This is an optimization exercise on Yosys and OpenROAD, whose aim is small area, a short achievable clock period and few clock cycles, not a production implementation.
The RTL of this run was laid out without a check of its function.
Power is estimated from default activity; no workload was simulated.

`design.v`:
```
 module APB_MASTER(PCLK,PRESETn,transfer,READ_WRITE,apb_write_paddr,apb_write_data,apb_read_paddr,apb_read_data_out,paddr,pwdata,prdata,PENABLE,PWRITE,PREADY,psel1,psel2,PSLVRR);
input PCLK,PRESETn,READ_WRITE,PREADY,transfer;
input [7:0] apb_write_data,prdata;
input [8:0] apb_write_paddr,apb_read_paddr;
output psel1,psel2;
output reg [7:0] apb_read_data_out,pwdata;
output reg [8:0] paddr;
output PSLVRR,PWRITE,PENABLE;
parameter IDEAL  = 2'd0,
          SETUP  = 2'd1,
          ACCESS = 2'd2;
reg [1:0] current_state,next_state;
reg [7:0] apb_read_data_out_q,pwdata_q;
reg [8:0] paddr_q;
reg setup_error,
    apb_read_add_error,
    apb_write_add_error,
	 apb_rw_error,
    apb_write_data_error;
assign PWRITE=READ_WRITE;
assign PENABLE=current_state==ACCESS?1:0;
assign {psel1,psel2}=(current_state!=IDEAL)?(paddr[8]?2'b10:2'b01):2'b0;
assign PSLVRR = setup_error||apb_read_add_error||apb_write_add_error||apb_write_data_error||apb_rw_error;
always@(posedge PCLK or posedge PRESETn)
begin
if(PRESETn)
begin
current_state<=IDEAL;
end
else
begin
current_state<=next_state;
end
end
always@(posedge PCLK)
begin
paddr_q<=paddr;
pwdata_q<=pwdata;
apb_read_data_out_q<=apb_read_data_out;
end
always@(*)
begin
paddr=paddr_q;
pwdata=pwdata_q;
apb_read_data_out=apb_read_data_out_q;
case(current_state)
IDEAL :
       begin
if(transfer)
  next_state=SETUP;
else
  next_state=IDEAL;
end
SETUP :
       begin
if(READ_WRITE)
begin
paddr=apb_read_paddr;
end
else
begin
paddr=apb_write_paddr;
pwdata=apb_write_data;
end
if(!PSLVRR)
next_state=ACCESS;
else
next_state=SETUP;
end
ACCESS :
       begin
if(!transfer&&PREADY&&!PSLVRR)
begin
next_state=IDEAL;
if(READ_WRITE)
begin
apb_read_data_out=prdata;
end
end
else if((transfer)&(PREADY)&(!PSLVRR))
begin
next_state=SETUP;
if(READ_WRITE)
begin
apb_read_data_out=prdata;
end
end
else
next_state=ACCESS;
       end
default :
       begin
next_state=IDEAL;
end
endcase
end
always@(posedge PCLK or posedge PRESETn)
begin
if(PRESETn)
begin
    {setup_error,
    apb_read_add_error,
    apb_write_add_error,
	 apb_rw_error,
    apb_write_data_error}<=5'd0;
end
else
begin
apb_rw_error<=1'd0;
apb_read_add_error<=1'd0;
apb_write_add_error<=1'd0;
apb_write_data_error<=1'd0;
if(current_state==SETUP)
begin
if(READ_WRITE&&(paddr!=apb_read_paddr))
setup_error<=1'd1;
else if((!READ_WRITE)&&(paddr!=apb_write_paddr)&&(pwdata!=apb_write_data))
setup_error<=1'd1;
else
setup_error<=1'd0;
end
else if(current_state==IDEAL&&next_state==ACCESS)
      setup_error<=1'd1;
else  setup_error<=1'd0;
end
end
endmodule 
module APB_SLAVE( PCLK,PRESETn,PSEL,PENABLE,READ_WRITE,paddr,apb_write_data,prdata,PREADY);
input PCLK,PRESETn,PSEL,PENABLE,READ_WRITE;
input [7:0] paddr,apb_write_data;
output reg [7:0] prdata;
output reg PREADY;
reg [7:0] address ;
reg [7:0] data [255:0];
always@(posedge PCLK or posedge PRESETn)
begin
if(PRESETn)
begin
PREADY<=1'd0;
end
else
begin
case({PSEL,PENABLE,READ_WRITE})
3'b110 : 
        begin
		  PREADY<=1'd1;
        end	
3'b111 : 
        begin
        PREADY<=1'd1;
        end		  
default : PREADY<=1'd0;		  
endcase
end
end
always@(posedge PCLK)
begin
case({PSEL,PENABLE,READ_WRITE})
3'b110 : 
        begin
		  data[paddr]<=apb_write_data;
        end	
3'b111 : 
        begin
        prdata<=data[paddr];
        end		  
default : ;
endcase
end
endmodule
module apb_top(PCLK,PRESETn,READ_WRITE,transfer,apb_write_data,apb_write_paddr,apb_read_paddr,apb_read_data_out,PSLVRR,PREADY);
input PCLK,PRESETn,READ_WRITE,transfer;
input [7:0] apb_write_data;
input [8:0] apb_write_paddr,apb_read_paddr;
output [7:0] apb_read_data_out;
output PSLVRR,PREADY;
wire [7:0] paddr,prdata1,prdata2,pwdata,prdata;
wire PREADY1,PREADY2,PWRITE,PENABLE,psel1,psel2;
assign PREADY = PENABLE & (psel1?PREADY1:PREADY2);
assign prdata = psel1?prdata1:prdata2;
APB_MASTER master(.PCLK(PCLK),
                  .PRESETn(PRESETn),
						.transfer(transfer),
						.READ_WRITE(READ_WRITE),
						.apb_write_paddr(apb_write_paddr),
						.apb_write_data(apb_write_data),
						.apb_read_paddr(apb_read_paddr),
						.apb_read_data_out(apb_read_data_out),
						.paddr(paddr),
						.pwdata(pwdata),
						.prdata(prdata),
						.PENABLE(PENABLE),
						.PWRITE(PWRITE),
						.PREADY(PREADY),
						.psel1(psel1),
						.psel2(psel2),
						.PSLVRR(PSLVRR));
APB_SLAVE slave_1(.PCLK(PCLK),
                  .PRESETn(PRESETn),
						.PSEL(psel1),
						.PENABLE(PENABLE),
						.READ_WRITE(PWRITE),
						.paddr(paddr),
						.apb_write_data(pwdata),
						.prdata(prdata1),
						.PREADY(PREADY1));
APB_SLAVE slave_2(.PCLK(PCLK),
                  .PRESETn(PRESETn),
						.PSEL(psel2),
						.PENABLE(PENABLE),
						.READ_WRITE(PWRITE),
						.paddr(paddr),
						.apb_write_data(pwdata),
						.prdata(prdata2),
						.PREADY(PREADY2));
endmodule 
```
`constraint.sdc`:
```
create_clock -name core_clock -period 5.0 [get_ports {PCLK}]
set_input_delay 1.0000 -clock core_clock [delete_from_list [all_inputs] [get_ports {PCLK}]]
set_output_delay 1.0000 -clock core_clock [all_outputs]
set_load 0.01 [all_outputs]
```
`config.mk`:
```
export PLATFORM = sky130hd
export DESIGN_NAME = apb_top
export DESIGN_NICKNAME = apb_top
export VERILOG_FILES = /design/flow/design.v
export SDC_FILE = /design/flow/constraint.sdc
export NUM_CORES = 4
export LEC_CHECK = 0
export CAP_MARGIN = 20
export CORE_MARGIN = 2
export CORE_UTILIZATION = 40
export SLEW_MARGIN = 20
```
`run.sh`:
```
#!/bin/bash
# synth_recipe.tcl (not shown) runs the flow's synth.tcl, then flattens the netlist and writes it again
# the make line also repeats each setting of config.mk as NAME=value (left out here)
make -C /OpenROAD-flow-scripts/flow DESIGN_CONFIG=/design/flow/config.mk WORK_HOME=/design/flow/orfs CLKGATE_MAP_FILE= SYNTH_SCRIPT=/design/flow/synth_recipe.tcl finish
```
==> results.json <==
{
  "gp_congestion": 0.867,
  "min_path_type": "input port to async pin",
  "clk_latency_ns": 0.99,
  "grt_first_pass_wirelength_um": 674000,
  "arrival_ns": 5.36,
  "avgRoutedWirePerCell_um": 25.5,
  "cts_buffer_depth": 4,
  "pin_count": 40,
  "nNetsFinal": 12500,
  "synth_area_per_cell_um2": 13.7,
  "fin_ws_ns": 0.369,
  "synth_largest_area_cell": "edfxtp_1",
  "fin_crit_sh_pct": 92.6,
  "setup_viol_count_final": 0,
  "synth_most_common_cell": "edfxtp_1",
  "postCtsSetupBuffers": 0,
  "cts_tree": "built",
  "ys_ff_latch": 4142,
  "p_leak_uw": 0.0629,
  "cp-end-kind": "flip-flop",
  "startpoint_type": "flip-flop",
  "slowest_stage": "nor4_1",
  "timing.hold.ws_ns": 0.241,
  "skew_ns": 0.0883,
  "die_h_um": 642,
  "port_buffers": 39,
  "grt_pass1_vias": 97200,
  "worstPathMaxFanout": 29,
  "root_buffer": "clkbuf_16",
  "drt-initial-drc-count": 12900,
  "initial_utilization_pct": 40.1,
  "num_rows": 234,
  "cts_resized": 0,
  "drive_gt1_share_pct": 12.5,
  "route.vias.total": 103000,
  "rsz0062_at_grt": "no",
  "max_stage_delay_ns": 0.65,
  "gr-total-overflow": 0,
  "yosysWarnings": 3,
  "synthToLayoutAreaGrowth_pct": 16.2,
  "yosys-top-cells-count": "edfxtp_1, nand2_1, nand3_1",
  "grt_use_total_pct": 21.8,
  "numCtsBuffers": 425,
  "drtAntennaViolNets": 0,
  "wirelength_um": 466000,
  "required_ns": 5.73,
  "fmax_mhz": 216,
  "clk_pin_slew_ns": 0.06,
  "yosysSeqAreaShare_pct": 76.3,
  "drv_slew": 0,
  "netlist_area_um2": 163000,
  "pwr_density_cell_nw_per_um2": 646,
  "reg2regPathDepth": 14,
  "power_uw": 122000,
  "synth-edff-count": 4112,
  "synth_area_leaders": "edfxtp_1, nand2_1, nand3_1, a32oi_1, a21oi_1",
  "synth_ff_type": "edfxtp_1",
  "hold_buffers": 0,
  "cts.sinks": 4142,
  "hold_violations": 0,
  "crit_top_cell": "buf_4",
  "status": "finished clean",
  "cts_max_level": 5,
  "place_hpwl_um": 289000,
  "drc": 0,
  "crit_chain": "nor2b_4 -> buf_4 -> mux2i_4 -> inv_8 -> buf_12 -> buf_4 -> a21oi_1 -> a221oi_1 -> o21ai_0 -> o21ai_0 -> buf_4 -> nor4_1 -> nand4_1 -> or4_1",
  "core_area_um2": 406000,
  "grt_antenna_before_repair": 19,
  "die_x_um": 642,
  "synth_nets": 11900,
  "dieArea_um2": 412000,
  "via_per_inst": 5.62,
  "dr.pass1.iters": 6,
  "crit_type": "flip-flop to flip-flop",
  "relSlewSlack_pct": 22.1,
  "synthCells": 11900,
  "post-route-min-period_ns": 4.63,
  "async_flop_share_pct": 0.121,
  "peakVddDrop_mv": 0.600,
  "maxCapViolations": 0,
  "place_ws_ns": -0.141,
  "synth_cell_type_count": 53,
  "grt_max_degree": 184,
  "tightest_slew_ns": 1.16,
  "synth_top_area_share_pct": 75.9
}
==> worst max-delay path, delay by kind of cell (launching register included) <==
| kind | cells | cell delay [ns] |
|---|---|---|
| simple gates | 4 | 1.61 |
| buf+inv | 5 | 1.20 |
| compound gates | 4 | 0.61 |
| flops | 1 | 0.45 |
| mux | 1 | 0.42 |
==> flip-flops by register name (all words and copies together), names as in the netlist, 2 cells and up <==
signal                      flops
master.apb_read_data_out_q      8
master.current_state            2
master.paddr_q                  9
master.pwdata_q                 8
slave_1.data                 2048
slave_1.prdata                  8
slave_2.data                 2048
slave_2.prdata                  8
==> cells by family after synthesis <==
logic type,after synthesis,synth area share (%)
compound gates,1484,6.25
buf+inv,822,2.20
flops,4142,76.3
mux,269,2.01
other cells,1,0.00230
simple gates,5190,13.3
==> cells in the final DEF, fill, tap and decap left out, types with 35 or more instances in the layout <==
| master | count |
|---|---|
| nand3_1 | 984 |
| a31oi_1 | 85 |
| nor2_1 | 552 |
| nand2_1 | 3268 |
| a22oi_1 | 144 |
| nand4_1 | 133 |
| buf_4 | 726 |
| clkbuf_16 | 428 |
| clkbuf_1 | 106 |
| a32oi_1 | 438 |
| edfxtp_1 | 4112 |
| clkdlybuf4s50_1 | 38 |
| clkinv_1 | 99 |
| mux2i_1 | 207 |
| a311oi_1 | 63 |
| and3_1 | 101 |
| buf_12 | 162 |
| clkinv_2 | 67 |
| o21ai_0 | 57 |
| a221oi_1 | 48 |
| bufinv_16 | 35 |
| mux4_2 | 39 |
| a21oi_1 | 562 |
==> layout make-up <==
cell class | count | area, um^2
antenna | 11 | 27.5
tap | 5428 | 6790
timing repair buffer | 927 | 9080
clock inverter | 240 | 2310
inverter | 10 | 68.8
clock buffer | 543 | 11200
sequential | 4142 | 124000
multi-input combinational | 6944 | 35500
fill | 35100 | 216000
==> final timing paths <==
check	slack [ns]	start	to
max reg2reg	0.37	master.current_state[0]	slave_2.prdata[5]
max in group asynchronous	4.57	PRESETn	master.current_state[0]
min	0.24	PRESETn	master.current_state[1]
min reg2reg	0.49	master.apb_read_data_out_q[3]	master.apb_read_data_out_q[3]
min in group core_clock	0.49	master.apb_read_data_out_q[3]	master.apb_read_data_out_q[3]
max	0.37	master.current_state[0]	slave_2.prdata[5]
==> metrics by stage <==
| step | std cells | utilization, % | instance area [um^2] | TNS [ns] |
|---|---|---|---|---|
| after floorplan | 11900 | - | 163000 | -4872.37 |
| after global placement | 17500 | 43.3 | 176000 | -0.377 |
| after detailed placement | 17500 | 43.3 | 176000 | -0.417 |
| after CTS | 18200 | 46.6 | 189000 | 0 |
| after global routing | 18200 | 46.6 | 189000 | 0 |
| final | 18200 | 46.6 | 189000 | 0 |
==> power breakdown <==
group          total, uW  switching [uW]  internal (uW)
logic              46400           33300          13100
registers          44700             161          44500
clock network      31100           13400          17700
total             122000           46900          75300
==> metal layers <==
layer | global-route usage (%) | vias up | part of all wire [%]
met5 | 0 | - | 0.013
met4 | 8.21 | 10 | 3.9
met3 | 3.42 | 779 | 8.3
met2 | 34.4 | 4431 | 46
met1 | 30.7 | 51800 | 41
li1 | - | 45500 | -

==> afterwards: timing with drivers on the ports <==
The flow's constraints put no driver on any port. The routed layout listed below was extracted and timed again, unchanged, in two steps.
Step 1 sets driving cells, clkbuf_16 on the clock port and buf_2 on the other inputs (assumed; they add their load-dependent delay and slew).
Step 2, shift: input delay + t, output delay - t, t = (earliest + latest rising clock arrival at the registers) / 2. This alone moves slack from input paths to output paths.
a / b / c = ideal ports / drivers / drivers and shift; a / b = the first two.
t (ns): 1.050
setup slack, ns: 0.369 / 0.363 / -0.184
worst register clock-pin slew, ns: 0.07 / 0.07
With both steps, setup timing fails in this run, where it was met with ideal ports. The setup slack of this run moves by -0.006 ns with the drivers and by -0.553 ns with both steps.
